Background: an optimization exercise with open tools, aiming at small area, a short achievable clock period and few clock cycles per item. Do not read the settings as production practice.
Only simulation tests tie the RTL to the original design; equivalence was not proved.
Power figures rest on the tool's default switching activity, not on a simulated workload.

===== flow/constraint.sdc =====
create_clock -name core_clock -period 35.0 [get_ports {clk}]
set_input_delay 7.0000 -clock core_clock [delete_from_list [all_inputs] [get_ports {clk}]]
set_output_delay 7.0000 -clock core_clock [all_outputs]
set_load 0.01 [all_outputs]

===== flow/flow/run.sh =====
#!/bin/bash
# Standard ORFS layout, with the port buffers made from the smallest
# plain buffer, and timing repair asked to leave 26 ns of setup slack.
set -euo pipefail
export BUFFER_PORTS_ARGS="-buffer_cell sky130_fd_sc_hd__buf_1"
export SETUP_SLACK_MARGIN=26
bash standard.sh > standard.log 2>&1

===== flow/standard.sh =====
#!/bin/bash
# synth_recipe.tcl (not shown) runs the flow's synth.tcl, then flattens the netlist and writes it again
# the make line also repeats each setting of config.mk as NAME=value (left out here)
make -C /OpenROAD-flow-scripts/flow DESIGN_CONFIG=/design/flow/config.mk WORK_HOME=/design/flow/orfs CLKGATE_MAP_FILE= SYNTH_SCRIPT=/design/flow/synth_recipe.tcl "${@:-finish}"

===== flow/design.v =====
module multicycle_arithmetic(
    input clk, rst, start,
    input [1:0] op,
    input [7:0] a, b,
    output reg done,
    output [15:0] result
);
    reg        busy;
    reg [1:0]  opr;
    reg [1:0]  cnt;
    reg [7:0]  Bx;      
    reg [16:0] W;
    assign result = W[15:0];
    function [8:0] rca8(input [7:0] x, input [7:0] y, input ci);
        integer i;
        reg c;
        begin
            c = ci;
            for (i = 0; i < 8; i = i + 1) begin
                rca8[i] = x[i] ^ y[i] ^ c;
                c = (x[i] & y[i]) | (x[i] & c) | (y[i] & c);
            end
            rca8[8] = c;
        end
    endfunction
    wire big = b[7] | b[6];
    wire is_mul = (opr == 2'd2);
    wire is_div = (opr == 2'd3);
    wire inv    = opr[0];           
    wire last   = (cnt == 2'd0);
    wire bz     = &Bx;              
    wire [7:0] y1 = Bx & {8{~is_mul | W[0]}};
    wire [8:0] s1 = rca8(W[15:8], y1, inv);
    wire       g1 = W[16] | s1[8];
    wire [7:0] r1 = g1 ? s1[7:0] : W[15:8];
    wire [7:0] x2 = is_mul ? s1[8:1] : {r1[6:0], W[7]};
    wire [7:0] y2 = Bx & {8{~is_mul | W[1]}};
    wire [8:0] s2 = rca8(x2, y2, ~is_mul);
    wire       g2 = r1[7] | s2[8];
    wire [7:0] r2 = g2 ? s2[7:0] : x2;
    wire [16:0] as_res  = {1'b0, {7{inv & ~s1[8]}}, inv ^ s1[8], s1[7:0]};
    wire [16:0] mul_res = {1'b0, s2, s1[0], W[7:2]};
    wire [16:0] div_res = {last ? {9{bz}} : {r2, W[6]}, W[5:0], g1, g2};
    always @(posedge clk or posedge rst) begin
        if (rst) begin
            busy <= 1'b0;
            done <= 1'b0;
        end else begin
            done <= busy & last;
            if (busy) begin
                if (last) busy <= 1'b0;
            end else if (start) begin
                busy <= 1'b1;
            end
        end
    end
    always @(posedge clk) begin
        Bx  <= b ^ {8{op[0]}};
        opr <= op;
        if (busy) begin
            cnt <= cnt - 2'd1;
            W   <= is_div ? div_res : is_mul ? mul_res : as_res;
        end else begin
            case (op)
                2'd3:    begin W <= big ? {2'b0, a, 7'b0} : {8'b0, a, 1'b0};
                               cnt <= big ? 2'd0 : 2'd3; end
                2'd2:    begin W <= {9'b0, a};           cnt <= 2'd3;     end
                default: begin W <= {1'b0, a, 8'b0};     cnt <= 2'd0;     end
            endcase
        end
    end
endmodule

===== flow/config.mk =====
export PLATFORM = sky130hd
export DESIGN_NAME = multicycle_arithmetic
export DESIGN_NICKNAME = multicycle_arithmetic
export VERILOG_FILES = /design/flow/design.v
export SDC_FILE = /design/flow/constraint.sdc
export NUM_CORES = 4
export LEC_CHECK = 0
export CAP_MARGIN = 20
export CORE_MARGIN = 2
export CORE_UTILIZATION = 40
export SLEW_MARGIN = 20

==> metrics.md, run 1 <==
| Metric | Value |
|---|---|
| Status | no timing/DRC/antenna violations |
| FF-to-FF Start | opr[1]$_DFF_P_ |
| Post-Syn Instances | 272 |
| Most common flop cell mapped by yosys | dfxtp_1 |
| Setup repair after global routing missed its margin | false |
| Global placer's final weighted congestion | 0.882 |
| DR DRC count | 0 |
| Peak supply drop | 0.0531 mV |
| Largest net degree at the start of global routing | 30 |
| Io pins | 38 |
| Final nets | 324 |
| Crit. Startpoint | op[0] |
| Setup violations, final | 0 |
| Leakage | 0.980 nW |
| Worst slew pin tran | 1000 ps |
| Synth cell types | 43 |
| Global Route Usage Sum | 20.7% |
| Worst hold slack | 446 ps |
| CTS buffer count | 5 |
| Async SR Flop Fraction | 6.45% |
| Vias in the first global route | 1898 |
| H-tree levels | 2 |
| Layout area overhead | 5.12% |
| Die height | 80.2 microns |
| Clk buf depth | 2 |
| Worst path max stage delay | 790 ps |
| FILL cells | 588 |
| Min-delay worst type | reg -> reg |
| Worst slew margin | 32.6% |
| Clk root buf | clkbuf_8 |
| Synth cell count leaders | 30 x a21oi_1, 29 x dfxtp_1, 24 x nor2_1 |
| Final TNS setup | 0 ps |
| Placed cell area | 2360 sq um |
| Final min period | 8630 ps |
| IO buf count | 37 |
| ANT nets after route | 0 |
| Cts hold-fix bufs | 0 |
| Core Util, Final | 43.8% |
| Final WL | 6110 microns |
| CTS tree | built |
| Core ar. | 5570 sq um |
| Crit-path slowest cell | nor3_1 |
| Synthesized net count | 311 |
| FF/Latch Area | 632 sq um |
| Min-delay src | cnt[0]$_DFF_P_ |
| Critical path's top delay family | simple AND/OR/NAND/NOR gates |
| CP cell instances | buf_1, nand2_1, nor3_1, a221oi_1, a21oi_1 |
| Remaining Overflow, GRT | 0 |
| Multi-input gate area | 1410 sq um |
| Routed len/inst | 17.1 microns |
| Avg Inst Size Synth | 8.54 sq um |
| Via/cell ratio | 5.74 |
| Share of layout cells above drive strength 1 | 8.39% |
| Final Hold Fails | 0 |
| Critical Setup Path Class | in -> reg |
| CP startpoint kind | input pin |
| Die Wd | 80.2 microns |
| CTS sink count | 31 |
| Slew Viols, Final | 0 |
| Ant diodes | 0 |
| Maximum clock frequency | 116 MHz |
| Skew-Pair Late Insertion Delay | 290 ps |
| Post-synth EDFFs | 0 |
| Top-count cell post-synth | a21oi_1 |
| Starting Density | 41.7% |
| Critical Path AT | 8850 ps |
| Clock slew at reported path FFs | 70 ps |
| Top post-synthesis cells by area | dfxtp_1 25%, fa_1 13%, a21oi_1 6.5%, a221oi_1 6.0%, buf_4 5.2% |
| 1st-pass router iterations | 4 |
| DP HPWL | 4670 microns |
| Dominant cell type by area after synthesis | dfxtp_1 |
| Wire length of the first global-routing pass | 9930 microns |
| Initial DRC count | 194 |
| FP Rows | 27 |
| Crit share post-route | 24.7% |
| YS warnings | 1 |
| Cell Pwr Density | 118 nW/um^2 |
| Bufs and invs on worst path | 1 |
| Seq/Total Area, Yosys | 27.1% |
| Max-capacitance violation count | 0 |
| Mapped Area | 2320 sq um |
| Post-route cell area | 2440 sq um |
| Initial antenna violation count | 0 |
| Crit end category | register |
| Total die area | 6430 sq um |
| Vias | 2055 |
| Skew final | 7.92 ps |
| Seq cells post-synth | 31 |
| Crit path max fanout | 12 |
| Synth top area share | 25.0% |
| Worst path required time | 35220 ps |
## layout by cell type (no fill, tap or decap), types with 2 or more instances in the layout
cell,Yosys,final
clkbuf_8,0,5
a21oi_1,30,30
nor3_1,2,2
mux2i_1,10,10
a221oi_1,16,16
fa_1,15,15
or3_2,4,4
a211o_1,2,2
dfxtp_1,29,28
o21ai_0,17,17
nand3_1,4,4
xor2_1,8,8
inv_1,19,19
o22ai_1,5,5
nor2b_1,5,5
dfrtp_1,2,2
nand2b_1,2,2
nor2_1,24,24
buf_1,1,37
nand2_1,17,17
mux2_2,5,5
ha_1,3,3
o31a_2,3,3
and2_1,2,2
## path summary, 6_finish.rpt
check	cells after the start	slack [ps]	to
max in group asynchronous	2	28380	done$_DFF_PP0_
worst min register to register	1	450	cnt[0]$_DFF_P_
worst max register to register	29	26500	W[10]$_DFF_P_
min in group asynchronous	2	6520	busy$_DFF_PP0_
worst max-delay path	5	26370	W[6]$_DFF_P_
worst min-delay path	1	450	cnt[0]$_DFF_P_
## worst register-to-register path: cells and delay by family, from the launching register on
family                   cells  cell delay, ps
adder cells (fa/ha/maj)     15            5420
AO/OA/AOI/OAI                5            1090
AND/OR/NAND/NOR              5             920
flip-flops                   1             520
buffers and inverters        4             430
## flip-flops by register name, summed over array words and instances, names as in the netlist
signal,cells
W,17
Bx,8
cnt,2
opr,2
busy,1
done,1
## routing by layer
layer / vias up / share of wire (%) / track usage (%)
li1: 962 / - / -
met4: 0 / 4.4 / 10.5
met3: 24 / 8.1 / 4.16
met1: 971 / 41 / 27.3
met5: - / 0 / 0
met2: 98 / 47 / 31.8
## timing repair
action / in CTS / in global routing
setup buffers: 0 / 0
gates resized for setup: 0 / 1
setup endpoints to repair: 0 / 5
## area by class of cell
class / instances / area share [%]
Multi-Input combinational cell: 189 / 57.9
Clock buffer: 6 / 2.97
Inverter: 20 / 3.07
Sequential cell: 31 / 25.9
Timing Repair Buffer: 38 / 5.99
Tap cell: 72 / 3.69
Clock inverter: 2 / 0.512
## power by group
group	switching, W	internal, W
clock	0.0000146	0.0000139
combinational	0.000110	0.0000824
sequential	0.0000170	0.0000495
## kinds of logic after synthesis
family / count (synthesis) / synth area share, %
xor gates and xnor gates: 9 / 3.39
AOI/OAI and AO/OA: 84 / 23.6
and+or+nand+nor: 63 / 12.6
adders and majority gates: 18 / 14.5
DFF: 31 / 27.1
buffers and inverters: 52 / 12.0
muxes: 15 / 6.73
## stage by stage
| stage | cells | power (W) | worst slack (ps) |
|---|---|---|---|
| after global placement | 350 | 0.000259 | 26150 |
| after CTS | 358 | 0.000287 | 26400 |
| after global routing | 358 | 0.000314 | 26020 |
| final | 358 | 0.000287 | 26370 |
| after floorplan | 272 | 0.000220 | 27080 |
| after detailed placement | 350 | 0.000257 | 26130 |
Testbench counts, summed over its fixed seeds: cycles 9,343, items 3,200.
==> inputs of run 2 (changes only) <==
==> flow/flow/run.sh (replaced) <==
#!/bin/bash
# Standard ORFS layout, with the port buffers made from the smallest
# plain buffer, and timing repair asked to leave 28 ns of setup slack.
set -euo pipefail
export BUFFER_PORTS_ARGS="-buffer_cell sky130_fd_sc_hd__buf_1"
export SETUP_SLACK_MARGIN=28
bash standard.sh > standard.log 2>&1
==> metrics.md, run 2 <==
| Metric | Value |
|---|---|
| Io pins | 38 (unchanged) |
| Max-capacitance violation count | 0 (unchanged) |
| Clock slew at reported path FFs | 70 ps (about the same) |
| Clk buf depth | 2 (unchanged) |
| Most common flop cell mapped by yosys | dfxtp_1 |
| CTS sink count | 31 (unchanged) |
| CP startpoint kind | register |
| DP HPWL | 4620 microns (-1.1%) |
| Top-count cell post-synth | a21oi_1 |
| Peak supply drop | 0.0532 mV (+0.22%) |
| Starting Density | 41.7% (unchanged) |
| FP Rows | 27 (unchanged) |
| Worst path max stage delay | 370 ps (-420 ps) |
| Synth cell types | 43 (unchanged) |
| Setup violations, final | 0 (unchanged) |
| Leakage | 1.44 nW (+47%) |
| Maximum clock frequency | 129 MHz (+11%) |
| Layout area overhead | 48.7% |
| 1st-pass router iterations | 5 (+1) |
| Vias | 2325 (+13%) |
| Async SR Flop Fraction | 6.45% (unchanged) |
| Skew-Pair Late Insertion Delay | 290 ps (about the same) |
| Crit end category | primary output |
| Cell Pwr Density | 110 nW/um^2 (-6.2%) |
| Clk root buf | clkbuf_8 |
| Status | no timing/DRC/antenna violations |
| Crit path max fanout | 3 (-9) |
| Remaining Overflow, GRT | 0 (unchanged) |
| Core Util, Final | 62.0% (+18 points) |
| Crit-path slowest cell | dfxtp_2 |
| Synthesized net count | 311 (unchanged) |
| Min-delay worst type | reg -> reg |
| CTS buffer count | 5 (unchanged) |
| Critical Path AT | 770 ps (-8080 ps) |
| FF/Latch Area | 667 sq um (+5.5%) |
| Crit share post-route | 22.2% (-2.5 points) |
| Setup repair after global routing missed its margin | true |
| Top post-synthesis cells by area | dfxtp_1 25%, fa_1 13%, a21oi_1 6.5%, a221oi_1 6.0%, buf_4 5.2% |
| Synth cell count leaders | 30 x a21oi_1, 29 x dfxtp_1, 24 x nor2_1 |
| Vias in the first global route | 2264 (+19%) |
| Final Hold Fails | 0 (unchanged) |
| Via/cell ratio | 5.78 (+0.76%) |
| Initial DRC count | 237 (+22%) |
| Bufs and invs on worst path | 1 (unchanged) |
| ANT nets after route | 0 (unchanged) |
| YS warnings | 1 (unchanged) |
| Largest net degree at the start of global routing | 30 (unchanged) |
| Place WS | 26410 ps (+280 ps) |
| Total die area | 6430 sq um (unchanged) |
| Post-Syn Instances | 272 (unchanged) |
| Final TNS setup | 0 ps (unchanged) |
| Multi-input gate area | 1740 sq um (+23%) |
| CP cell instances | buf_6 |
| Slack of the critical path | 27230 ps (+862 ps) |
| Register with the most flip-flops | W |
| Mapped Area | 2320 sq um (unchanged) |
| Max reg flops | 17 (unchanged) |
| Dominant cell type by area after synthesis | dfxtp_1 |
| Seq cells post-synth | 31 (unchanged) |
| Most common cell after layout, fill and taps aside | buf_4 |
| CTS tree | built |
| Top Registers | W x17, Bx x8 |
| Routed len/inst | 18.2 microns (+6.7%) |
| Die Wd | 80.2 microns (unchanged) |
| Final nets | 368 (+14%) |
| Slew Viols, Final | 0 (unchanged) |
| Post-synth EDFFs | 0 (unchanged) |
| Critical Setup Path Class | reg -> out |
| Worst slew pin tran | 734 ps (-270 ps) |
| Most frequent cells in the layout | 29 x buf_4, 27 x buf_6, 23 x a21oi_1 |
| DR DRC count | 0 (unchanged) |
| Wire length of the first global-routing pass | 11500 microns (+15%) |
| Share of layout cells above drive strength 1 | 49.4% (+41 points) |
| Global placer's final weighted congestion | 0.931 (+5.5%) |
| Worst path required time | 28000 ps (-7220 ps) |
| Initial antenna violation count | 0 (unchanged) |
| Core ar. | 5570 sq um (unchanged) |
| Critical path's top delay family | flip-flops |
| IO buf count | 37 (unchanged) |
| Final WL | 7320 microns (+20%) |
| H-tree levels | 2 (unchanged) |
| Worst slew margin | 51.1% (+19 points) |
| FILL cells | 460 (-22%) |
| Ant diodes | 0 (unchanged) |
| Synth top area share | 25.0% (unchanged) |
| Seq/Total Area, Yosys | 27.1% (unchanged) |
| Die height | 80.2 microns (unchanged) |
| Final min period | 7770 ps (-862 ps) |
| Global Route Usage Sum | 23.6% (+3.0 points) |
| Skew final | 8.81 ps (+0.887 ps) |
| Avg Inst Size Synth | 8.54 sq um (unchanged) |
-- run 2: changes by cell type in the layout (fill, tap and decap cells not counted), moves of 11 or more --
cell      before  now
dfxtp_2        1   13
dfxtp_1       28   11
fa_1          15    1
fa_2           0   14
buf_4          1   29
buf_6          0   27
a221oi_1      16    1
a221oi_2       0   11
buf_1         37   14
-- run 2: per-stage QoR --
step | std cells | cell area [sq um] | power, W | hold WS (ps)
floorplan | 272 | 2490 | 0.000234 | 404
global placement | 350 | 2440 | 0.000261 | 416
detailed placement | 350 | 2440 | 0.000264 | 421
CTS | 392 | 3220 | 0.000360 | 433
global route | 402 | 3460 | 0.000408 | 449
finish | 402 | 3460 | 0.000381 | 437
-- run 2: worst paths after layout --
kind	startpoint	endpoint	slack, ps	cells past startpoint
min reg2reg	cnt[0]$_DFF_P_	cnt[0]$_DFF_P_	440	1
min	cnt[0]$_DFF_P_	cnt[0]$_DFF_P_	440	1
max in group asynchronous	rst	busy$_DFF_PP0_	28360	2
min in group asynchronous	rst	done$_DFF_PP0_	6520	2
max	W[6]$_DFF_P_	result[6]	27230	1
max reg2reg	opr[1]$_DFF_P_	W[14]$_DFF_P_	27910	30
-- run 2: repair_timing --
item / in CTS / in global routing
gates resized for setup: 102 / 28
setup buffers: 33 / 10
pin swaps: 27 / 22
endpoints found under the setup margin: 46 / 46
hold buffers: 0 / 0
cloned: 1 / 0
-- run 2: final cells by class --
type                       count  area share (%)
clock buffer                   6            2.39
clock inverter                 2            1.01
inverter                      20            2.53
multi-input combinational    189            50.2
sequential                    31            19.3
tap                           72            2.61
timing repair buffer          81            21.5
timing repair inverter         1           0.471
-- run 2: cell families after synthesis --
kind of cell	count (synthesis)	share of synthesized area (%)
multiplexers	15	6.73
AND/OR/NAND/NOR	63	12.6
AO/OA/AOI/OAI	84	23.6
adder cells (fa/ha/maj)	18	14.5
XOR/XNOR	9	3.39
buffers and inverters	52	12.0
flip-flops	31	27.1
-- run 2: metal layers --
| metal | track usage, % | routed length, microns | vias up |
|---|---|---|---|
| met4 | 9.49 | 242 | 0 |
| met5 | 0 | 0 | - |
| met3 | 4.38 | 498 | 24 |
| met1 | 31.0 | 3000 | 1133 |
| li1 | - | - | 1054 |
| met2 | 38.3 | 3580 | 114 |
-- run 2: power by group --
group	switching (W)	internal, W
clock network	0.0000145	0.0000230
logic	0.000135	0.000138
registers	0.0000179	0.0000523
total	0.000168	0.000214
==> inputs of run 3 (changes only) <==
==> flow/flow/run.sh (replaced) <==
#!/bin/bash
# Standard ORFS layout, with the port buffers made from the smallest
# plain buffer, and timing repair asked to leave 27.5 ns of setup slack.
set -euo pipefail
export BUFFER_PORTS_ARGS="-buffer_cell sky130_fd_sc_hd__buf_1"
export SETUP_SLACK_MARGIN=27.5
bash standard.sh > standard.log 2>&1
==> metrics.md, run 3 <==
| Metric | Value |
|---|---|
| XOR/XNOR Fraction of Synth Area | 3.39% (unchanged) |
| Avg Inst Size Synth | 8.54 sq um (unchanged) |
| Post-synthesis mux area share | 6.73% (unchanged) |
| Top layer in use | met4 |
| Largest net degree at the start of global routing | 30 (unchanged) |
| H-tree levels | 2 (unchanged) |
| Worst r2r path cells | 29 (-3.3%) |
| Die height | 80.2 microns (unchanged) |
| Power, Total | 0.000351 W (-7.9%) |
| CP startpoint kind | register |
| Vias in the first global route | 2064 (-8.8%) |
| Leakage | 1.32 nW (-7.9%) |
| Final TNS setup | 0 ps (unchanged) |
| Global placer's final weighted congestion | 0.976 (+4.9%) |
| Clk network pwr share | 7.9% (-2.0 points) |
| CP cell instances | clkbuf_2 |
| Clock slew at reported path FFs | 70 ps (about the same) |
| Core ar. | 5570 sq um (unchanged) |
| Post-Syn Instances | 272 (unchanged) |
| FP Rows | 27 (unchanged) |
| Switch Pwr | 0.000160 W (-4.8%) |
| DR DRC count | 0 (unchanged) |
| YS warnings | 1 (unchanged) |
| CTS sink count | 31 (unchanged) |
| Synth top area share | 25.0% (unchanged) |
| Crit path max fanout | 1 (-2) |
| Critical Setup Path Class | reg -> out |
| ANT nets after route | 0 (unchanged) |
| Setup repair after global routing missed its margin | true |
| Critical Path AT | 770 ps (about the same) |
| Final min period | 7770 ps (+4.70 ps) |
| Io pins | 38 (unchanged) |
| Initial DRC count | 232 (-2.1%) |
| Place WS | 26100 ps (-307 ps) |
| Placed cell area | 2390 sq um (-2.0%) |
| CP Depth | 1 (unchanged) |
| Layout area overhead | 36.8% |
| Crit share post-route | 22.2% (about the same) |
| 1st-pass router iterations | 5 (unchanged) |
| Slack of the critical path | 27230 ps (-4.70 ps) |
| Most common flop cell mapped by yosys | dfxtp_1 |
| Top post-synthesis cells by area | dfxtp_1 25%, fa_1 13%, a21oi_1 6.5%, a221oi_1 6.0%, buf_4 5.2% |
| WL met1 | 3020 microns (+0.60%) |
| Peak supply drop | 0.0519 mV (-2.3%) |
| Dominant cell type by area after synthesis | dfxtp_1 |
| Skew-Pair Late Insertion Delay | 290 ps (about the same) |
| R2R Setup Slk | 27720 ps (-190 ps) |
| Starting Density | 41.7% (unchanged) |
| Max-capacitance violation count | 0 (unchanged) |
| Routed len/inst | 17.9 microns (-1.5%) |
| DR WL met3 | 457 microns (-8.2%) |
| Synth Area in Adders | 14.5% (unchanged) |
| Synthesized net count | 311 (unchanged) |
| Crit end category | primary output |
| Most common cell after layout, fill and taps aside | buf_4 |
| Setup violations, final | 0 (unchanged) |
| Final WL | 7060 microns (-3.5%) |
| Synth cell count leaders | 30 x a21oi_1, 29 x dfxtp_1, 24 x nor2_1 |
| Simple-gate portion of the synthesized area | 12.6% (unchanged) |
| DP HPWL | 4700 microns (+1.7%) |
| Wire length of the first global-routing pass | 10900 microns (-4.9%) |
| Worst slew pin tran | 1180 ps (+450 ps) |
| Compound-cell area share of the yosys netlist | 23.6% (unchanged) |
| Worst path max stage delay | 360 ps (about the same) |
| Slew Viols, Final | 0 (unchanged) |
| Initial antenna violation count | 0 (unchanged) |
| Clk root buf | clkbuf_8 |
| Remaining Overflow, GRT | 0 (unchanged) |
| CTS buffer count | 5 (unchanged) |
| Dpl cells | 350 (unchanged) |
| Worst slew margin | 21.1% (-30 points) |
| Global Route Usage Sum | 22.6% (-1.0 points) |
| Main combinational cell family by area after synthesis | compound AO/OA/AOI/OAI gates |
| Die Wd | 80.2 microns (unchanged) |
| Bufs and invs on worst path | 1 (unchanged) |
| Min-delay worst type | reg -> reg |
| Async SR Flop Fraction | 6.45% (unchanged) |
| Hold path depth | 1 (unchanged) |
| Critical path's top delay family | flip-flops |
| Max reg flops | 17 (unchanged) |
| Sw Ratio | 45.5% (+1.5 points) |
| Cts hold-fix bufs | 0 (unchanged) |
| Final Hold Fails | 0 (unchanged) |
| Status | no timing/DRC/antenna violations |
| Skew final | 8.20 ps (-0.610 ps) |
| Post-synth EDFFs | 0 (unchanged) |
| Vias | 2222 (-4.4%) |
| Mapped Area | 2320 sq um (unchanged) |
| Final nets | 360 (-2.2%) |
| Seq cells post-synth | 31 (unchanged) |
| IO buf count | 37 (unchanged) |
| P_int | 0.000191 W (-10%) |
| Ant diodes | 0 (unchanged) |
| Reg power frac | 19.8% (+1.4 points) |
| Non-filler instance count after layout | 394 (-2.0%) |
| Seq/Total Area, Yosys | 27.1% (unchanged) |
| Via/cell ratio | 5.64 (-2.5%) |
| Top Registers | W x17, Bx x8 |
| Synth cell types | 43 (unchanged) |
| Met2 wire len | 3440 microns (-3.9%) |
| Crit-path slowest cell | dfrtp_1 |
| Register with the most flip-flops | W |
| Maximum clock frequency | 129 MHz (about the same) |
| CTS tree | built |
| Top-count cell post-synth | a21oi_1 |
| Worst path required time | 28000 ps (about the same) |
| Share of layout cells above drive strength 1 | 41.6% (-7.8 points) |
| Post-route cell area | 3180 sq um (-8.0%) |
| Cell Pwr Density | 111 nW/um^2 (+0.12%) |
| Most frequent cells in the layout | 31 x buf_4, 27 x a21oi_1, 21 x nor2_1, 21 x buf_6, 18 x inv_1 |
| Clk buf depth | 2 (unchanged) |
| Total die area | 6430 sq um (unchanged) |
| Combinational group share of total power | 72.3% (+0.6 points) |
run 3: cell types whose count changed in the layout (fill, tap and decap cells not counted), moves of 3 or more:
cell     change
fa_1         +4
a21oi_2      -4
buf_6        -6
a21oi_1      +4
o21ai_1      -3
o21ai_0      +4
fa_2         -4
run 3: per-stage QoR:
step | hold slack [ps] | util [%]
final | 445 | 57.0
after floorplan | 411 | -
after global routing | 494 | 57.0
after global placement | 431 | 42.9
after CTS | 445 | 53.8
after detailed placement | 433 | 42.9
run 3: cell type report:
type                            instances  area, sq um
Timing Repair Buffer                   74          614
Tap cell                               72         90.1
Inverter                               20         82.6
Fill cell                             505         2400
Multi-Input combinational cell        189         1640
Clock inverter                          1         5.00
Clock buffer                            7         76.3
Sequential cell                        31          666
run 3: final timing paths:
kind                                start              to
setup / recovery           done$_DFF_PP0_            done
hold / removal             cnt[0]$_DFF_P_  cnt[0]$_DFF_P_
setup reg to reg           opr[1]$_DFF_P_   W[10]$_DFF_P_
hold reg to reg            cnt[0]$_DFF_P_  cnt[0]$_DFF_P_
max in group asynchronous             rst  busy$_DFF_PP0_
min in group asynchronous             rst  busy$_DFF_PP0_
run 3: kinds of logic after synthesis:
kind of cell,count (synthesis)
AO/OA/AOI/OAI,84
XOR/XNOR,9
adder cells (fa/ha/maj),18
buffers and inverters,52
flip-flops,31
multiplexers,15
AND/OR/NAND/NOR,63
run 3: metal layers:
metal  up-vias  GRT usage, %
met5         -             0
met4         0          8.47
met3        12          3.48
met2       107          37.0
met1      1068          30.0
li1       1035             -
run 3: power groups by stage:
stage / registers, W / logic [W] / clock network, W
final: 0.0000695 / 0.000254 / 0.0000277
after detailed placement: 0.0000677 / 0.000189 / 0
after floorplan: 0.0000576 / 0.000163 / 0
after global placement: 0.0000675 / 0.000189 / 0
after global routing: 0.0000712 / 0.000275 / 0.0000293
after CTS: 0.0000694 / 0.000239 / 0.0000279
run 3: repair_timing:
action | 4_1_cts | 5_1_grt
pin swaps | 20 | 17
hold endpoints to repair | 0 | 0
endpoints found under the setup margin | 44 | 34
resized for setup | 104 | 15
setup buffers | 20 | 16
==> inputs of run 4 (changes only) <==
==> flow/flow/run.sh (replaced) <==
#!/bin/bash
# Standard ORFS layout, with the port buffers made from the smallest
# plain buffer, and timing repair asked to leave 27 ns of setup slack.
set -euo pipefail
export BUFFER_PORTS_ARGS="-buffer_cell sky130_fd_sc_hd__buf_1"
export SETUP_SLACK_MARGIN=27
bash standard.sh > standard.log 2>&1
--- a/flow/config.mk
+++ b/flow/config.mk
@@ -8,4 +8,7 @@
 export CAP_MARGIN = 20
 export CORE_MARGIN = 2
 export CORE_UTILIZATION = 40
+export CTS_BUF_LIST = sky130_fd_sc_hd__clkbuf_4
+export CTS_CLUSTER_DIAMETER = 100
+export CTS_CLUSTER_SIZE = 40
 export SLEW_MARGIN = 20
==> metrics.md, run 4 <==
| Metric | Value |
|---|---|
| Critical path's top delay family | flip-flops |
| ANT nets after route | 0 (unchanged) |
| Final nets | 330 (-8.3%) |
| Min-delay worst type | reg -> reg |
| Register with the most flip-flops | W |
| Worst path required time | 28000 ps (about the same) |
| Clk root buf | clkbuf_4 |
| Final Hold Fails | 0 (unchanged) |
| Share of layout cells above drive strength 1 | 15.8% (-26 points) |
| Multi-input gate area | 1480 sq um (-9.8%) |
| Die height | 80.2 microns (unchanged) |
| Ant diodes | 0 (unchanged) |
| Setup violations, final | 0 (unchanged) |
| Max-capacitance violation count | 0 (unchanged) |
| Bufs and invs on worst path | 1 (unchanged) |
| Initial DRC count | 228 (-1.7%) |
| Setup repair after global routing missed its margin | true |
| Worst path max stage delay | 440 ps (+80 ps) |
| CTS sink count | 31 (unchanged) |
| Vias in the first global route | 1936 (-6.2%) |
| YS warnings | 1 (unchanged) |
| Skew final | 11.9 ps (+3.67 ps) |
| Remaining Overflow, GRT | 0 (unchanged) |
| Core ar. | 5570 sq um (unchanged) |
| Global placer's final weighted congestion | 0.882 (-9.6%) |
| Most common flop cell mapped by yosys | dfxtp_1 |
| CTS buffer count | 5 (unchanged) |
| Worst slew pin tran | 852 ps (-332 ps) |
| Worst slew margin | 43.2% (+22 points) |
| Vias | 2129 (-4.2%) |
| Io pins | 38 (unchanged) |
| FP Rows | 27 (unchanged) |
| FF/Latch Area | 641 sq um (-3.8%) |
| IO buf count | 37 (unchanged) |
| Crit share post-route | 22.8% (+0.55 points) |
| Mapped Area | 2320 sq um (unchanged) |
| Clk buf depth | 2 (unchanged) |
| Leakage | 1.01 nW (-23%) |
| Slack of the critical path | 27040 ps (-193 ps) |
| Die Wd | 80.2 microns (unchanged) |
| Layout area overhead | 9.26% |
| CP cell instances | buf_1 |
| Crit path max fanout | 4 (+3) |
| Peak supply drop | 0.0500 mV (-3.7%) |
| Initial antenna violation count | 0 (unchanged) |
| Clock slew at reported path FFs | 110 ps (+40 ps) |
| Post-synth EDFFs | 0 (unchanged) |
| Synth cell count leaders | 30 x a21oi_1, 29 x dfxtp_1, 24 x nor2_1 |
| Dominant cell type by area after synthesis | dfxtp_1 |
| Synthesized net count | 311 (unchanged) |
| Worst r2r path cells | 29 (unchanged) |
| Most common cell after layout, fill and taps aside | buf_1 |
| Synth cell types | 43 (unchanged) |
| Worst hold slack | 456 ps (+10.7 ps) |
| Seq cells post-synth | 31 (unchanged) |
| Hold path depth | 1 (unchanged) |
| Maximum clock frequency | 126 MHz (-2.4%) |
| Top-count cell post-synth | a21oi_1 |
| GR met2 Demand/Resource | 31.5% (-5.5 points) |
| Crit end category | primary output |
| Async SR Flop Fraction | 6.45% (unchanged) |
| Starting Density | 41.7% (unchanged) |
| Dpl cells | 350 (unchanged) |
| DP HPWL | 4670 microns (-0.60%) |
| Synth top area share | 25.0% (unchanged) |
| Final WL | 6440 microns (-8.8%) |
| Avg Inst Size Synth | 8.54 sq um (unchanged) |
| Cts hold-fix bufs | 0 (unchanged) |
| Post-Syn Instances | 272 (unchanged) |
| FILL cells | 577 (+14%) |
| Most frequent cells in the layout | 36 x buf_1, 28 x a21oi_1, 25 x dfxtp_1 |
| Layer with the highest usage | met2 |
| 1st-pass router iterations | 5 (unchanged) |
| GR met1 Demand/Resource | 27.7% (-2.2 points) |
| Slew Viols, Final | 0 (unchanged) |
| Crit-path slowest cell | dfxtp_1 |
| H-tree levels | 2 (unchanged) |
| Final min period | 7960 ps (+193 ps) |
| Critical Path AT | 960 ps (+190 ps) |
| Non-filler instance count after layout | 364 (-7.6%) |
| Cell Pwr Density | 119 nW/um^2 (+7.6%) |
| Total die area | 6430 sq um (unchanged) |
| Place WS | 26130 ps (+26.6 ps) |
| Max reg flops | 17 (unchanged) |
| Via/cell ratio | 5.85 (+3.7%) |
| CP Depth | 1 (unchanged) |
| Status | no timing/DRC/antenna violations |
| Top Registers | W x17, Bx x8 |
| Final TNS setup | 0 ps (unchanged) |
| Wire length of the first global-routing pass | 10000 microns (-8.0%) |
| Largest net degree at the start of global routing | 30 (unchanged) |
| Met3 usage | 4.61% (+1.1 points) |
| CP startpoint kind | register |
| CTS tree | built |
| Seq/Total Area, Yosys | 27.1% (unchanged) |
| Routed len/inst | 17.7 microns (-1.3%) |
| Top post-synthesis cells by area | dfxtp_1 25%, fa_1 13%, a21oi_1 6.5%, a221oi_1 6.0%, buf_4 5.2% |
| DR DRC count | 0 (unchanged) |
| Global Route Usage Sum | 20.8% (-1.8 points) |
| Critical Setup Path Class | reg -> out |
| Skew-Pair Late Insertion Delay | 350 ps (+60 ps) |
==> run 4: routing by layer <==
layer,wire length [microns],part of all wire (%),up-vias
met5,0,0,-
met4,247,3.8,0
met3,640,9.9,24
met2,2990,46,134
met1,2560,40,991
li1,-,-,980
==> run 4: area by class of cell <==
type                       count  area share [%]
multi-input combinational    189            58.4
sequential                    31            25.2
timing repair buffer          44            7.59
tap                           72            3.55
inverter                      20            2.96
clock buffer                   6            1.77
clock inverter                 2           0.493
==> run 4: cells by family after synthesis <==
| family | count (synthesis) | share of synthesized area (%) |
|---|---|---|
| AO/OA/AOI/OAI | 84 | 23.6 |
| adder cells (fa/ha/maj) | 18 | 14.5 |
| buffers and inverters | 52 | 12.0 |
| AND/OR/NAND/NOR | 63 | 12.6 |
| XOR/XNOR | 9 | 3.39 |
| multiplexers | 15 | 6.73 |
| flip-flops | 31 | 27.1 |
==> run 4: timing repair <==
| action | 4_1_cts | 5_1_grt |
|---|---|---|
| resized for setup | 11 | 11 |
| setup endpoints to repair | 18 | 18 |
| setup buffers | 0 | 6 |
| gates cloned | 0 | 0 |
| pin swaps | 0 | 4 |
==> run 4: power breakdown <==
| group | internal (W) | leakage (nW) | total, W | switching [W] |
|---|---|---|---|---|
| Combinational | 0.0000940 | 0.713 | 0.000213 | 0.000119 |
| Sequential | 0.0000496 | 0.270 | 0.0000669 | 0.0000173 |
| Clock | 0.00000851 | 0.0317 | 0.0000224 | 0.0000139 |
| Total | 0.000152 | 1.01 | 0.000302 | 0.000150 |
==> run 4: through the flow <==
step	util (%)	power (W)	instance area, sq um
floorplan	-	0.000220	2320
global placement	42.3	0.000259	2360
detailed placement	42.3	0.000257	2360
CTS	43.8	0.000283	2440
global route	45.5	0.000327	2540
finish	45.5	0.000302	2540
==> run 4: path summary, 6_finish.rpt <==
check                               startpoint             end  slack [ps]
min in group asynchronous                  rst  done$_DFF_PP0_        6450
worst min register to register  cnt[0]$_DFF_P_  cnt[0]$_DFF_P_         460
max in group asynchronous                  rst  busy$_DFF_PP0_       28450
worst min-delay path            cnt[0]$_DFF_P_  cnt[0]$_DFF_P_         460
worst max register to register  opr[1]$_DFF_P_   W[14]$_DFF_P_       27270
worst max-delay path              W[7]$_DFF_P_       result[7]       27040
==> inputs of run 5 (changes only) <==
--- a/flow/config.mk
+++ b/flow/config.mk
@@ -7,7 +7,7 @@
 export LEC_CHECK = 0
 export CAP_MARGIN = 20
 export CORE_MARGIN = 2
-export CORE_UTILIZATION = 40
+export CORE_UTILIZATION = 65
 export CTS_BUF_LIST = sky130_fd_sc_hd__clkbuf_4
 export CTS_CLUSTER_DIAMETER = 100
 export CTS_CLUSTER_SIZE = 40
==> metrics.md, run 5 <==
| Metric | Value |
|---|---|
| Status | no timing/DRC/antenna violations |
| Worst setup endpoint | result[15] |
| Most frequent cells in the layout | 36 x buf_1, 28 x a21oi_1, 27 x dfxtp_1 |
| Wire length of the first global-routing pass | 9060 microns (-9.8%) |
| Initial DRC count | 217 (-4.8%) |
| Top post-synthesis cells by area | dfxtp_1 25%, fa_1 13%, a21oi_1 6.5%, a221oi_1 6.0%, buf_4 5.2% |
| Ant diodes | 0 (unchanged) |
| Critical path's top delay family | flip-flops |
| H-tree levels | 2 (unchanged) |
| Mapped Area | 2320 sq um (unchanged) |
| Crit-path slowest cell | dfxtp_1 |
| Top-count cell post-synth | a21oi_1 |
| Crit. Startpoint | W[15]$_DFF_P_ |
| Vias | 2067 (-2.9%) |
| Crit share post-route | 22.8% (about the same) |
| Io pins | 38 (unchanged) |
| CP cell instances | buf_1 |
| Layout area overhead | 7.70% |
| Worst r2r path cells | 30 (+3.4%) |
| CTS buffer count | 5 (unchanged) |
| FF-to-FF Start | opr[0]$_DFF_P_ |
| Min-delay worst type | reg -> reg |
| Total die area | 4070 sq um (-37%) |
| Vias in the first global route | 1813 (-6.4%) |
| Post-Syn Instances | 272 (unchanged) |
| Seq/Total Area, Yosys | 27.1% (unchanged) |
| Skew final | 9.45 ps (-2.42 ps) |
| Synth cell types | 43 (unchanged) |
| FILL cells | 291 (-50%) |
| CP Depth | 1 (unchanged) |
| Register with the most flip-flops | W |
| Worst slew pin tran | 836 ps (-16.0 ps) |
| Crit path max fanout | 4 (unchanged) |
| Starting Density | 68.5% (+27 points) |
| Die height | 63.8 microns (-20%) |
| Slew Viols, Final | 0 (unchanged) |
| Non-filler instance count after layout | 337 (-7.4%) |
| Most common cell after layout, fill and taps aside | buf_1 |
| Largest net degree at the start of global routing | 30 (unchanged) |
| Dpl cells | 325 (-7.1%) |
| ANT nets after route | 0 (unchanged) |
| Final WL | 5770 microns (-10%) |
| Critical Setup Path Class | reg -> out |
| Crit end category | primary output |
| Leakage | 1.02 nW (+0.39%) |
| Global placer's final weighted congestion | 0.964 (+9.3%) |
| Critical Path AT | 970 ps (about the same) |
| R2R Setup Slk | 27310 ps (+40 ps) |
| Remaining Overflow, GRT | 0 (unchanged) |
| CTS tree | built |
| Maximum clock frequency | 125 MHz (about the same) |
| Core ar. | 3390 sq um (-39%) |
| Setup repair after global routing missed its margin | false |
| Async SR Flop Fraction | 6.45% (unchanged) |
| Synth cell count leaders | 30 x a21oi_1, 29 x dfxtp_1, 24 x nor2_1 |
| Final Hold Fails | 0 (unchanged) |
| YS warnings | 1 (unchanged) |
| Worst path max stage delay | 460 ps (+20 ps) |
| Global Route Usage Sum | 29.0% (+8.2 points) |
| Hold path depth | 1 (unchanged) |
| Share of layout cells above drive strength 1 | 15.5% (-0.29 points) |
| CTS sink count | 31 (unchanged) |
| Skew-Pair Late Insertion Delay | 340 ps (about the same) |
| Top Registers | W x17, Bx x8 |
| Synthesized net count | 311 (unchanged) |
| CP startpoint kind | register |
| DR DRC count | 0 (unchanged) |
| Worst path required time | 28000 ps (about the same) |
| Initial antenna violation count | 0 (unchanged) |
| Avg Inst Size Synth | 8.54 sq um (unchanged) |
| Most common flop cell mapped by yosys | dfxtp_1 |
| Final TNS setup | 0 ps (unchanged) |
| Final min period | 7970 ps (+5.80 ps) |
| 1st-pass router iterations | 6 (+1) |
| DP HPWL | 4120 microns (-12%) |
| Synth top area share | 25.0% (unchanged) |
| Final nets | 329 (-0.30%) |
| Reg2Reg Capture Point | W[11]$_DFF_P_ |
| Peak supply drop | 0.0832 mV (+66%) |
| Post-synth EDFFs | 0 (unchanged) |
| Worst slew margin | 44.2% (+1.1 points) |
| Clock slew at reported path FFs | 90 ps (-20 ps) |
| Dominant cell type by area after synthesis | dfxtp_1 |
| Bufs and invs on worst path | 1 (unchanged) |
| IO buf count | 37 (unchanged) |
| FP Rows | 21 (-22%) |
| Max reg flops | 17 (unchanged) |
| Cell Pwr Density | 117 nW/um^2 (-1.6%) |
| Clk root buf | clkbuf_4 |
| Via/cell ratio | 6.13 (+4.9%) |
| Die Wd | 63.8 microns (-20%) |
| Seq cells post-synth | 31 (unchanged) |
| Routed len/inst | 17.1 microns (-3.2%) |
| Clk buf depth | 2 (unchanged) |
| Max-capacitance violation count | 0 (unchanged) |
| Setup violations, final | 0 (unchanged) |
==> run 5: cell counts after synthesis <==
Identical to the previous run, type by type.
==> run 5: routing by layer <==
metal / GRT usage (%) / vias up / share of wire (%)
li1: - / 976 / -
met2: 46.9 / 95 / 50
met5: 0 / - / 0
met3: 5.46 / 12 / 6.6
met1: 40.0 / 984 / 43
met4: 7.61 / 0 / 1.2
==> run 5: final cells by class <==
class,count,area (sq um),share of cell area [%]
clock inverters,1,5.00,0.200
multi-input cells,189,1480,59.1
flip-flops and latches,31,636,25.4
inverters,20,75.1,3.00
clock buffers,7,52.6,2.10
well taps,46,57.6,2.30
repair buffers,43,198,7.90
==> run 5: power by group <==
part / switching [W] / internal [W]
Clock: 0.0000124 / 0.00000937
Sequential: 0.0000166 / 0.0000495
Combinational: 0.000114 / 0.0000913
Total: 0.000143 / 0.000150
==> run 5: logic make-up (layout without fill, tap and decap cells) <==
logic type	count (synthesis)	in the layout	synth area share (%)
AOI/OAI and AO/OA	84	84	23.6
and+or+nand+nor	63	63	12.6
buffers and inverters	52	71	12.0
DFF	31	31	27.1
adders and majority gates	18	18	14.5
muxes	15	15	6.73
xor gates and xnor gates	9	9	3.39
==> run 5: stage by stage <==
step           cell area, sq um  utilization (%)  worst slack [ps]  total power, W  hold WS [ps]
6_report                   2500             73.8             27030        0.000293           438
5_1_grt                    2500             73.8             26960        0.000316           482
2_1_floorplan              2320                -             27080        0.000220           411
3_5_place_dp               2330             68.8             26120        0.000249           431
4_1_cts                    2420             71.5             27010        0.000276           448
3_3_place_gp               2330             68.8             26280        0.000248           427
==> run 5: how the worst min path moves through the flow <==
stage                   start             end  slack, ps
2_1_floorplan  cnt[0]$_DFF_P_  cnt[0]$_DFF_P_        410
3_3_place_gp   cnt[0]$_DFF_P_  cnt[0]$_DFF_P_        430
3_5_place_dp   cnt[0]$_DFF_P_  cnt[0]$_DFF_P_        430
4_1_cts        cnt[0]$_DFF_P_  cnt[0]$_DFF_P_        450
5_1_grt        cnt[0]$_DFF_P_  cnt[0]$_DFF_P_        480
6_report       cnt[0]$_DFF_P_  cnt[0]$_DFF_P_        440
==> run 5: what timing repair did <==
| item | 4_1_cts | 5_1_grt |
|---|---|---|
| gates cloned | 0 | 0 |
| gates resized for setup | 8 | 15 |
| pin swaps | 1 | 2 |
| endpoints found under the setup margin | 18 | 17 |
| hold buffers | 0 | 0 |
| buffers inserted | 2 | 2 |
==> inputs of run 6 (changes only) <==
--- a/flow/config.mk
+++ b/flow/config.mk
@@ -7,8 +7,8 @@
 export LEC_CHECK = 0
 export CAP_MARGIN = 20
 export CORE_MARGIN = 2
-export CORE_UTILIZATION = 65
-export CTS_BUF_LIST = sky130_fd_sc_hd__clkbuf_4
-export CTS_CLUSTER_DIAMETER = 100
+export CORE_UTILIZATION = 80
+export CTS_BUF_LIST = sky130_fd_sc_hd__clkbuf_2 sky130_fd_sc_hd__clkbuf_4
+export CTS_CLUSTER_DIAMETER = 200
 export CTS_CLUSTER_SIZE = 40
 export SLEW_MARGIN = 20
==> metrics.md, run 6 <==
| Metric | Value |
|---|---|
| Status | no timing/DRC/antenna violations |
| Ant diodes | 0 (unchanged) |
| Min-delay worst type | reg -> reg |
| Vias in the first global route | 2005 (+11%) |
| Top Registers | W x17, Bx x8 |
| Most common cell after layout, fill and taps aside | buf_1 |
| Skew final | 9.11 ps (-0.342 ps) |
| Clock slew at reported path FFs | 100 ps (about the same) |
| Worst slew margin | 39.7% (-4.6 points) |
| Post-Syn Instances | 272 (unchanged) |
| XOR/XNOR Fraction of Synth Area | 3.39% (unchanged) |
| Skew-Pair Late Insertion Delay | 340 ps (about the same) |
| Via/cell ratio | 7.18 (+17%) |
| Setup repair after global routing missed its margin | true |
| Bufs and invs on worst path | 1 (unchanged) |
| Final nets | 331 (+0.61%) |
| Peak supply drop | 0.119 mV (+43%) |
| Layout area overhead | 8.13% |
| Critical path's top delay family | flip-flops |
| Critical Setup Path Class | reg -> out |
| Max reg flops | 17 (unchanged) |
| Total die area | 3350 sq um (-18%) |
| Crit end category | primary output |
| CTS buffer count | 5 (unchanged) |
| Mapped Area | 2320 sq um (unchanged) |
| DP HPWL | 4210 microns (+2.1%) |
| Final WL | 6710 microns (+16%) |
| Vias | 2326 (+13%) |
| CTS sink count | 31 (unchanged) |
| Most frequent cells in the layout | 36 x buf_1, 28 x a21oi_1, 25 x dfxtp_1 |
| Starting Density | 84.3% (+16 points) |
| Synth cell count leaders | 30 x a21oi_1, 29 x dfxtp_1, 24 x nor2_1 |
| Max-capacitance violation count | 0 (unchanged) |
| Largest net degree at the start of global routing | 30 (unchanged) |
| Die height | 57.9 microns (-9.2%) |
| Main combinational cell family by area after synthesis | compound AO/OA/AOI/OAI gates |
| Final Hold Fails | 0 (unchanged) |
| Slew Viols, Final | 0 (unchanged) |
| 1st-pass router iterations | 6 (unchanged) |
| Core Util, Final | 91.1% (+17 points) |
| Critical Path AT | 950 ps (-20 ps) |
| CP cell instances | buf_1 |
| CTS tree | built |
| Leakage | 1.02 nW (+0.54%) |
| Clk buf depth | 2 (unchanged) |
| DR DRC count | 0 (unchanged) |
| Setup violations, final | 0 (unchanged) |
| YS warnings | 1 (unchanged) |
| H-tree levels | 2 (unchanged) |
| Crit-path slowest cell | dfxtp_2 |
| Seq/Total Area, Yosys | 27.1% (unchanged) |
| Worst path required time | 28000 ps (about the same) |
| Global Route Usage Sum | 36.9% (+7.9 points) |
| Routed len/inst | 20.7 microns (+21%) |
| FILL cells | 121 (-58%) |
| Initial antenna violation count | 0 (unchanged) |
| Simple-gate portion of the synthesized area | 12.6% (unchanged) |
| Synth top area share | 25.0% (unchanged) |
| Crit path max fanout | 7 (+3) |
| Final min period | 7950 ps (-19.8 ps) |
| Synth Area in Adders | 14.5% (unchanged) |
| Seq cells post-synth | 31 (unchanged) |
| CP startpoint kind | register |
| Worst path max stage delay | 440 ps (-20 ps) |
| Async SR Flop Fraction | 6.45% (unchanged) |
| FP Rows | 19 (-9.5%) |
| Top-count cell post-synth | a21oi_1 |
| Compound-cell area share of the yosys netlist | 23.6% (unchanged) |
| Synth cell types | 43 (unchanged) |
| Top post-synthesis cells by area | dfxtp_1 25%, fa_1 13%, a21oi_1 6.5%, a221oi_1 6.0%, buf_4 5.2% |
| Final TNS setup | 0 ps (unchanged) |
| Post-synth EDFFs | 0 (unchanged) |
| IO buf count | 37 (unchanged) |
| Initial DRC count | 360 (+66%) |
| Crit share post-route | 22.7% (-0.057 points) |
| Share of layout cells above drive strength 1 | 18.1% (+2.6 points) |
| Cell Pwr Density | 124 nW/um^2 (+6.1%) |
| Io pins | 38 (unchanged) |
| Maximum clock frequency | 126 MHz (+0.25%) |
| Remaining Overflow, GRT | 0 (unchanged) |
| Worst slew pin tran | 905 ps (+68.5 ps) |
| Avg Inst Size Synth | 8.54 sq um (unchanged) |
| Post-synthesis mux area share | 6.73% (unchanged) |
| Global placer's final weighted congestion | 0.949 (-1.6%) |
| Clk root buf | clkbuf_4 |
| Wire length of the first global-routing pass | 9240 microns (+2.0%) |
| R2R Setup Slk | 27060 ps (-250 ps) |
| Core ar. | 2760 sq um (-19%) |
| Most common flop cell mapped by yosys | dfxtp_1 |
| Synthesized net count | 311 (unchanged) |
| Dominant cell type by area after synthesis | dfxtp_1 |
| Register with the most flip-flops | W |
| Die Wd | 57.9 microns (-9.2%) |
| ANT nets after route | 0 (unchanged) |
-- run 6: cell counts after synthesis --
Identical to the previous run, type by type.
-- run 6: what timing repair did --
item	CTS	global route
resized for setup	12	16
hold buffers	0	0
setup buffers	2	5
pin swaps	1	6
setup endpoints to repair	18	18
-- run 6: worst paths after layout --
kind,from,endpoint,depth (start not counted)
max,W[1]$_DFF_P_,result[1],1
min,cnt[0]$_DFF_P_,cnt[0]$_DFF_P_,1
max reg2reg,opr[1]$_DFF_P_,W[9]$_DFF_P_,30
min reg2reg,cnt[0]$_DFF_P_,cnt[0]$_DFF_P_,1
max in group asynchronous,rst,busy$_DFF_PP0_,2
min in group asynchronous,rst,done$_DFF_PP0_,2
-- run 6: layout make-up --
type	count	area, sq um	area share, %
inverter	20	75.1	2.99
timing repair buffer	45	200	7.97
multi-input combinational	189	1500	59.7
tap	31	38.8	1.54
sequential	31	641	25.5
clock buffer	7	52.6	2.09
clock inverter	1	5.00	0.199
-- run 6: per-stage QoR --
step / total power (W) / cells / area (sq um) / setup WS, ps / hold slack, ps
finish: 0.000312 / 324 / 2510 / 27050 / 477
global route: 0.000332 / 324 / 2510 / 26910 / 485
CTS: 0.000280 / 319 / 2410 / 26990 / 445
detailed placement: 0.000251 / 309 / 2300 / 26140 / 432
global placement: 0.000244 / 309 / 2300 / 26340 / 427
floorplan: 0.000220 / 272 / 2320 / 27080 / 411
-- run 6: layer usage --
layer / global-route usage [%] / vias to the layer above / wire length, microns
li1: - / 985 / -
met1: 46.8 / 1057 / 2350
met2: 60.7 / 217 / 3110
met3: 7.37 / 67 / 794
met4: 17.3 / 0 / 454
met5: 0 / - / 0
-- run 6: kinds of logic after synthesis --
logic type,count (synthesis)
muxes,15
xor gates and xnor gates,9
and+or+nand+nor,63
DFF,31
adders and majority gates,18
buffers and inverters,52
AOI/OAI and AO/OA,84
-- run 6: where the power goes --
part           switching [W]  total [W]  leakage, nW  internal, W
registers          0.0000178  0.0000674        0.270    0.0000496
clock network      0.0000127  0.0000221       0.0361   0.00000937
logic               0.000124   0.000222        0.718    0.0000983
total               0.000155   0.000312         1.02     0.000157
-- run 6: worst register-to-register path: cells and delay by family (launching register included) --
kind	cells	cell delay [ps]
flops	1	400
simple gates	4	530
fa+ha+maj	15	5070
buf+inv	5	640
compound gates	6	1230
==> inputs of run 7 (changes only) <==
==> flow/flow/run.sh (replaced) <==
#!/bin/bash
# The standard ORFS layout (standard.sh) with three changes:
#  - synthesis maps the logic with an area-oriented ABC script
#    (flow/abc_area.script, via flow/synth.tcl);
#  - port buffers are the smallest plain buffer (buf_1) instead of a
#    delay cell;
#  - timing repair keeps 27 ns of setup slack, i.e. aims at an 8 ns
#    period instead of stopping at the 35 ns clock.
# make's output goes to standard.log; ORFS keeps each step's log in orfs/logs.
set -euo pipefail
export FLOW_WORK=$PWD
export MY_ABC_SCRIPT=$PWD/flow/abc_area.script
export BUFFER_PORTS_ARGS="-buffer_cell sky130_fd_sc_hd__buf_1"
export SETUP_SLACK_MARGIN=27
sed "s#SYNTH_SCRIPT=[^ ]*#SYNTH_SCRIPT=$PWD/flow/synth.tcl#" standard.sh > flow_standard.sh
grep -q "SYNTH_SCRIPT=$PWD/flow/synth.tcl" flow_standard.sh
bash flow_standard.sh > standard.log 2>&1
==> flow/flow/abc_area.script (new file) <==
&get -n
&st

&dch -f
&nf -R 1000 -F 8 -A 4
&put
mfs2
&get -n
&st
&dch -f
&nf -R 1000 -F 8 -A 4
&put
topo
stime -c
buffer -c
upsize -c
dnsize -c
==> flow/flow/synth.tcl (new file) <==
# The standard synthesis (synth_recipe.tcl, which sources ORFS's
# synth.tcl), except that the final ABC technology mapping of the
# combinational logic uses flow/abc_area.script. Registers are mapped
# before ABC runs, so they are the standard synthesis's.
proc abc {args} {
  set i [lsearch -exact $args -script]
  if {$i >= 0} { lset args [expr {$i + 1}] $::env(MY_ABC_SCRIPT) }
  yosys abc {*}$args
}
source $::env(FLOW_WORK)/synth_recipe.tcl
--- a/flow/config.mk
+++ b/flow/config.mk
@@ -7,8 +7,8 @@
 export LEC_CHECK = 0
 export CAP_MARGIN = 20
 export CORE_MARGIN = 2
-export CORE_UTILIZATION = 80
-export CTS_BUF_LIST = sky130_fd_sc_hd__clkbuf_2 sky130_fd_sc_hd__clkbuf_4
-export CTS_CLUSTER_DIAMETER = 200
+export CORE_UTILIZATION = 65
+export CTS_BUF_LIST = sky130_fd_sc_hd__clkbuf_4
+export CTS_CLUSTER_DIAMETER = 100
 export CTS_CLUSTER_SIZE = 40
 export SLEW_MARGIN = 20
==> metrics.md, run 7 <==
| Metric | Value |
|---|---|
| Min-delay worst type | reg -> reg |
| Min-delay src | cnt[0]$_DFF_P_ |
| CP startpoint kind | register |
| Clock slew at reported path FFs | 100 ps (about the same) |
| Clk network pwr share | 7.9% (+0.8 points) |
| Synthesized net count | 305 (-1.9%) |
| H-tree levels | 2 (unchanged) |
| Avg Inst Size Synth | 8.16 sq um (-4.5%) |
| CTS buffer count | 5 (unchanged) |
| Vias in the first global route | 1836 (-8.4%) |
| Peak supply drop | 0.0780 mV (-35%) |
| Crit-path slowest cell | dfxtp_1 |
| DR WL met3 | 493 microns (-38%) |
| Setup repair after global routing missed its margin | true |
| Share of layout cells above drive strength 1 | 11.1% (-7.0 points) |
| Crit end category | primary output |
| Top-count cell post-synth | nand2_1 |
| Register with the most flip-flops | W |
| Bufs and invs on worst path | 1 (unchanged) |
| Critical Path AT | 950 ps (about the same) |
| Wire length of the first global-routing pass | 8760 microns (-5.2%) |
| Synth cell count leaders | 38 x nand2_1, 29 x dfxtp_1, 28 x a21oi_1 |
| Cell Pwr Density | 119 nW/um^2 (-4.0%) |
| Switch Pwr | 0.000138 W (-11%) |
| Largest net degree at the start of global routing | 29 (-3.3%) |
| IO buf count | 37 (unchanged) |
| Hold path depth | 1 (unchanged) |
| Reg power frac | 23.7% (+2.1 points) |
| Skew-Pair Late Insertion Delay | 340 ps (about the same) |
| Routed len/inst | 17.3 microns (-17%) |
| Critical Setup Path Class | reg -> out |
| Worst slew pin tran | 867 ps (-37.3 ps) |
| P_int | 0.000138 W (-13%) |
| Worst slew margin | 42.0% (+2.3 points) |
| Most common flop cell mapped by yosys | dfxtp_1 |
| Seq/Total Area, Yosys | 29.1% (+1.9 points) |
| Combinational group share of total power | 68.4% (-2.9 points) |
| Top post-synthesis cells by area | dfxtp_1 27%, fa_1 14%, nand2_1 6.6%, a21oi_1 6.5%, buf_4 5.5% |
| Worst path required time | 28000 ps (about the same) |
| Post-Syn Instances | 266 (-2.2%) |
| Sw Ratio | 50.0% (+0.44 points) |
| Top layer in use | met4 |
| Core ar. | 3100 sq um (+13%) |
| Ant diodes | 0 (unchanged) |
| R2R Setup Slk | 27340 ps (+280 ps) |
| Maximum clock frequency | 126 MHz (about the same) |
| Max-capacitance violation count | 0 (unchanged) |
| Synth Area in Adders | 15.6% (+1.0 points) |
| Seq cells post-synth | 31 (unchanged) |
| Most common cell after layout, fill and taps aside | nand2_1 |
| XOR/XNOR Fraction of Synth Area | 3.23% (-0.16 points) |
| Vias | 2036 (-12%) |
| Crit path max fanout | 5 (-2) |
| Top Registers | W x17, Bx x8 |
| WL met1 | 2350 microns (about the same) |
| Final min period | 7950 ps (-1.40 ps) |
| CTS tree | built |
| Post-synthesis mux area share | 0% (-6.7 points) |
| Skew final | 5.30 ps (-3.81 ps) |
| YS warnings | 1 (unchanged) |
| Simple-gate portion of the synthesized area | 15.2% (+2.6 points) |
| Clk root buf | clkbuf_4 |
| Synth cell types | 35 (-19%) |
| Clk buf depth | 2 (unchanged) |
| DR DRC count | 0 (unchanged) |
| FP Rows | 20 (+1) |
| Met2 wire len | 2760 microns (-11%) |
| Dominant cell type by area after synthesis | dfxtp_1 |
| Synth top area share | 26.8% (+1.8 points) |
| Multi-input gate area | 1320 sq um (-12%) |
| Main combinational cell family by area after synthesis | compound AO/OA/AOI/OAI gates |
| Die Wd | 61.8 microns (+6.7%) |
| Post-synth EDFFs | 0 (unchanged) |
| CP cell instances | buf_1 |
| Slew Viols, Final | 0 (unchanged) |
| Final nets | 326 (-1.5%) |
| Initial DRC count | 176 (-51%) |
| Setup violations, final | 0 (unchanged) |
| Mapped Area | 2170 sq um (-6.6%) |
| Critical path's top delay family | flip-flops |
| Starting Density | 69.9% (-14 points) |
| Final WL | 5740 microns (-14%) |
| ANT nets after route | 0 (unchanged) |
| Remaining Overflow, GRT | 0 (unchanged) |
| FF/Latch Area | 637 sq um (-0.59%) |
| Layout area overhead | 6.40% |
| Global Route Usage Sum | 32.8% (-4.1 points) |
| FF-to-FF Start | opr[1]$_DFF_P_ |
| Leakage | 0.926 nW (-9.6%) |
| Worst hold slack | 433 ps (-43.8 ps) |
| DP HPWL | 4250 microns (+0.95%) |
| Via/cell ratio | 6.13 (-15%) |
| Worst r2r path cells | 34 (+13%) |
| Initial antenna violation count | 0 (unchanged) |
| Async SR Flop Fraction | 6.45% (unchanged) |
| FILL cells | 264 (+120%) |
| Compound-cell area share of the yosys netlist | 25.5% (+2.0 points) |
| Worst hold endpoint | cnt[0]$_DFF_P_ |
| Crit share post-route | 22.7% (about the same) |
| Max reg flops | 17 (unchanged) |
| 1st-pass router iterations | 4 (-2) |
| Global placer's final weighted congestion | 0.956 (+0.80%) |
| Final TNS setup | 0 ps (unchanged) |
| Worst path max stage delay | 440 ps (about the same) |
| CTS sink count | 31 (unchanged) |
| Most frequent cells in the layout | 37 x nand2_1, 36 x buf_1, 27 x a21oi_1 |
| Die height | 61.8 microns (+6.7%) |
| Final Hold Fails | 0 (unchanged) |
| Reg2Reg Capture Point | W[9]$_DFF_P_ |
| Io pins | 38 (unchanged) |
| Total die area | 3820 sq um (+14%) |
| Status | no timing/DRC/antenna violations |
## run 7: cell types whose count changed in the layout (fill, tap and decap cells not counted), moves of 5 or more
cell,change
mux2_2,-5
mux2i_1,-10
nand2_1,+20
o21ai_0,-14
o21ai_1,+11
o221ai_1,+7
## run 7: cell type report
class | instances | share of cell area, %
Timing Repair Buffer | 41 | 7.37
Inverter | 19 | 3.09
Clock buffer | 7 | 2.28
Multi-Input combinational cell | 189 | 57.1
Tap cell | 44 | 2.38
Clock inverter | 1 | 0.217
Sequential cell | 31 | 27.6
## run 7: worst max path at each step
stage                         startpoint       endpoint  slack [ps]  cells after the start
after CTS                 opr[1]$_DFF_P_   W[9]$_DFF_P_       26870                     34
after detailed placement           op[0]  W[11]$_DFF_P_       26460                      5
after global placement             op[0]  W[11]$_DFF_P_       26530                      5
after floorplan                    op[0]   W[1]$_DFF_P_       27000                      6
final                       W[7]$_DFF_P_      result[7]       27050                      1
after global routing      opr[1]$_DFF_P_   W[9]$_DFF_P_       27000                     34
## run 7: metal layers
metal / up-vias / global-route usage (%)
li1: 963 / -
met1: 958 / 45.9
met2: 99 / 49.9
met3: 16 / 6.63
met4: 0 / 13.7
met5: - / 0
## run 7: logic make-up after synthesis
family | count (synthesis)
AO/OA/AOI/OAI | 86
XOR/XNOR | 8
adder cells (fa/ha/maj) | 18
buffers and inverters | 46
flip-flops | 31
AND/OR/NAND/NOR | 77
## run 7: timing repair
| item | in CTS | in global routing |
|---|---|---|
| pin swaps | 0 | 1 |
| gates resized for setup | 3 | 12 |
| endpoints found under the setup margin | 20 | 9 |
| hold buffers | 0 | 0 |
| buffers inserted | 0 | 3 |
## run 7: metrics by stage
| step | cell area, sq um | instances | util (%) | power, W | setup WS [ps] |
|---|---|---|---|---|---|
| after floorplan | 2170 | 266 | - | 0.000208 | 27000 |
| after CTS | 2260 | 329 | 72.8 | 0.000263 | 26870 |
| final | 2310 | 332 | 74.4 | 0.000275 | 27050 |
| after global routing | 2310 | 332 | 74.4 | 0.000301 | 27000 |
| after global placement | 2190 | 321 | 70.7 | 0.000239 | 26530 |
| after detailed placement | 2190 | 321 | 70.7 | 0.000241 | 26460 |
## run 7: power by group through the flow
stage,combinational (W),clock (W),sequential (W)
after floorplan,0.000151,0,0.0000577
after global placement,0.000173,0,0.0000653
after detailed placement,0.000176,0,0.0000652
after CTS,0.000177,0.0000217,0.0000646
after global routing,0.000210,0.0000235,0.0000670
final,0.000188,0.0000217,0.0000652
==> inputs of run 8 (changes only) <==
==> flow/flow/abc_area.script (replaced) <==
&get -n
&st
&deepsyn -T 30
&nf -R 1000 -F 8 -A 4
&put
mfs2
&get -n
&st
&dch -f
&nf -R 1000 -F 8 -A 4
&put
topo
stime -c
buffer -c
upsize -c
dnsize -c
--- a/flow/config.mk
+++ b/flow/config.mk
@@ -8,7 +8,4 @@
 export CAP_MARGIN = 20
 export CORE_MARGIN = 2
 export CORE_UTILIZATION = 65
-export CTS_BUF_LIST = sky130_fd_sc_hd__clkbuf_4
-export CTS_CLUSTER_DIAMETER = 100
-export CTS_CLUSTER_SIZE = 40
 export SLEW_MARGIN = 20
==> metrics.md, run 8 <==
| Metric | Value |
|---|---|
| Status | no timing/DRC/antenna violations |
| ANT nets after route | 0 (unchanged) |
| Power, Total | 0.000272 W (-0.97%) |
| Peak supply drop | 0.0688 mV (-12%) |
| Top-count cell post-synth | nand2_1 |
| Avg Inst Size Synth | 8.45 sq um (+3.6%) |
| Cell Pwr Density | 117 nW/um^2 (-2.1%) |
| Top post-synthesis cells by area | dfxtp_1 27%, fa_1 14%, buf_4 5.7%, nand2_1 5.3%, o21ai_0 5.2% |
| Wire length of the first global-routing pass | 9030 microns (+3.1%) |
| IO buf count | 37 (unchanged) |
| Synth top area share | 27.5% (+0.73 points) |
| Leakage | 0.969 nW (+4.7%) |
| Clk buf depth | 2 (unchanged) |
| Crit. Startpoint | W[0]$_DFF_P_ |
| Async SR Flop Fraction | 6.45% (unchanged) |
| CTS tree | built |
| Worst setup endpoint | result[0] |
| CP cell instances | buf_1 |
| GR met2 Demand/Resource | 53.5% (+3.5 points) |
| Post-route cell area | 2330 sq um (+1.1%) |
| FP Rows | 20 (unchanged) |
| Critical Setup Path Class | reg -> out |
| Skew-Pair Late Insertion Delay | 360 ps (+20 ps) |
| Top Registers | W x17, Bx x8 |
| Vias | 1995 (-2.0%) |
| GR met1 Demand/Resource | 44.4% (-1.5 points) |
| Worst path max stage delay | 440 ps (about the same) |
| Total die area | 3720 sq um (-2.5%) |
| Core Util, Final | 75.9% (+1.5 points) |
| Register with the most flip-flops | W |
| Worst r2r path cells | 30 (-12%) |
| CTS sink count | 31 (unchanged) |
| Clk root buf | clkbuf_4 |
| Dominant cell type by area after synthesis | dfxtp_1 |
| Final TNS setup | 0 ps (unchanged) |
| Most frequent cells in the layout | 36 x buf_1, 29 x nand2_1, 27 x dfxtp_1 |
| Critical Path AT | 960 ps (about the same) |
| DP HPWL | 4300 microns (+1.1%) |
| Initial antenna violation count | 0 (unchanged) |
| Via/cell ratio | 6.23 (+1.7%) |
| FF/Latch Area | 633 sq um (-0.59%) |
| 1st-pass router iterations | 5 (+1) |
| Io pins | 38 (unchanged) |
| FILL cells | 254 (-3.8%) |
| Mapped Area | 2110 sq um (-2.7%) |
| Cts hold-fix bufs | 0 (unchanged) |
| Initial DRC count | 240 (+36%) |
| Final WL | 5770 microns (+0.52%) |
| YS warnings | 1 (unchanged) |
| Slew Viols, Final | 0 (unchanged) |
| Routed len/inst | 18.0 microns (+4.3%) |
| Setup violations, final | 0 (unchanged) |
| FF-to-FF Start | opr[0]$_DFF_P_ |
| Worst slew pin tran | 832 ps (-35.9 ps) |
| Largest net degree at the start of global routing | 14 (-52%) |
| DR DRC count | 0 (unchanged) |
| Layout area overhead | 10.5% |
| Multi-input gate area | 1310 sq um (-0.85%) |
| Vias in the first global route | 1826 (-0.54%) |
| Final min period | 7960 ps (+7.20 ps) |
| Critical path's top delay family | flip-flops |
| Share of layout cells above drive strength 1 | 13.0% (+1.9 points) |
| Worst slew margin | 44.4% (+2.4 points) |
| Crit end category | primary output |
| CP Depth | 1 (unchanged) |
| Ant diodes | 0 (unchanged) |
| Min-delay worst type | reg -> reg |
| Final nets | 314 (-3.7%) |
| Synthesized net count | 289 (-5.2%) |
| Die height | 61 microns (-1.3%) |
| Crit share post-route | 22.7% (about the same) |
[run 8: cell count changes after synthesis, moves of 6 or more]
cell,delta
a21oi_1,-20
o21ai_0,+19
o21ai_1,-11
nand2_1,-8
inv_1,+6
[run 8: cell type report]
class                           count  share of cell area (%)
Clock buffer                        5                    1.61
Clock inverter                      3                    1.88
Inverter                           21                    3.38
Multi-Input combinational cell    174                    55.9
Sequential cell                    31                    27.1
Tap cell                           44                    2.36
Timing Repair Buffer               42                    7.72
[run 8: kinds of logic after synthesis]
logic type | after synthesis | synth area share [%]
flops | 31 | 29.9
simple gates | 81 | 17.4
fa+ha+maj | 18 | 16.0
compound gates | 65 | 21.6
mux | 1 | 0.711
xor+xnor | 8 | 3.32
buf+inv | 46 | 11.1
[run 8: what timing repair did]
action	CTS	global route
resized for setup	10	9
setup buffers	1	4
setup endpoints to repair	18	14
gates cloned	1	0
pin swaps	2	3
[run 8: worst min path at each step]
stage	from	end	slack, ps	cells after the start
floorplan	cnt[0]$_DFF_P_	cnt[0]$_DFF_P_	410	1
global placement	cnt[0]$_DFF_P_	cnt[0]$_DFF_P_	440	1
detailed placement	cnt[0]$_DFF_P_	cnt[0]$_DFF_P_	440	1
CTS	cnt[0]$_DFF_P_	cnt[0]$_DFF_P_	460	1
global route	cnt[0]$_DFF_P_	cnt[0]$_DFF_P_	500	1
finish	cnt[0]$_DFF_P_	cnt[0]$_DFF_P_	450	1
[run 8: through the flow]
stage                     worst slack, ps  hold WS (ps)  cells
after floorplan                     27040           411    250
after global placement              26160           441    306
after detailed placement            26160           438    306
after CTS                           27000           456    316
after global routing                26980           502    320
final                               27040           449    320
[run 8: where the power goes]
group | switching [W] | internal, W
registers | 0.0000142 | 0.0000490
clock network | 0.0000141 | 0.0000150
logic | 0.000107 | 0.0000734
[run 8: metal layers]
metal / part of all wire (%) / up-vias
li1: - / 901
met1: 38 / 899
met2: 46 / 164
met3: 12 / 31
met4: 3.8 / 0
met5: 0 / -

port drivers added, routing unchanged:
No port has a modelled driver above. Below, the same layouts with a new extraction and two added sets of constraints. Step 1 sets driving cells, clkbuf_16 on the clock port and buf_2 on the other inputs (assumed; they add their load-dependent delay and slew). Step 2, shift: input delay + t, output delay - t, t = (earliest + latest rising clock arrival at the registers) / 2. This alone moves slack from input paths to output paths. Slacks: ideal / step 1 / step 2; pairs: ideal / step 1.
run | t (ns) | slack for setup (ns)
run 1 | 0.318 | 26.371 / 26.376 / 26.058
run 2 | 0.314 | 27.233 / 27.205 / 26.937
run 3 | 0.317 | 27.229 / 27.199 / 26.996
run 4 | 0.370 | 27.035 / 27.009 / 26.743
run 5 | 0.356 | 27.029 / 27.007 / 26.790
run 6 | 0.360 | 27.049 / 27.024 / 26.701
run 7 | 0.357 | 27.051 / 27.026 / 26.734
run 8 | 0.369 | 27.044 / 27.021 / 26.764
After both steps setup and hold are still met in every run listed.
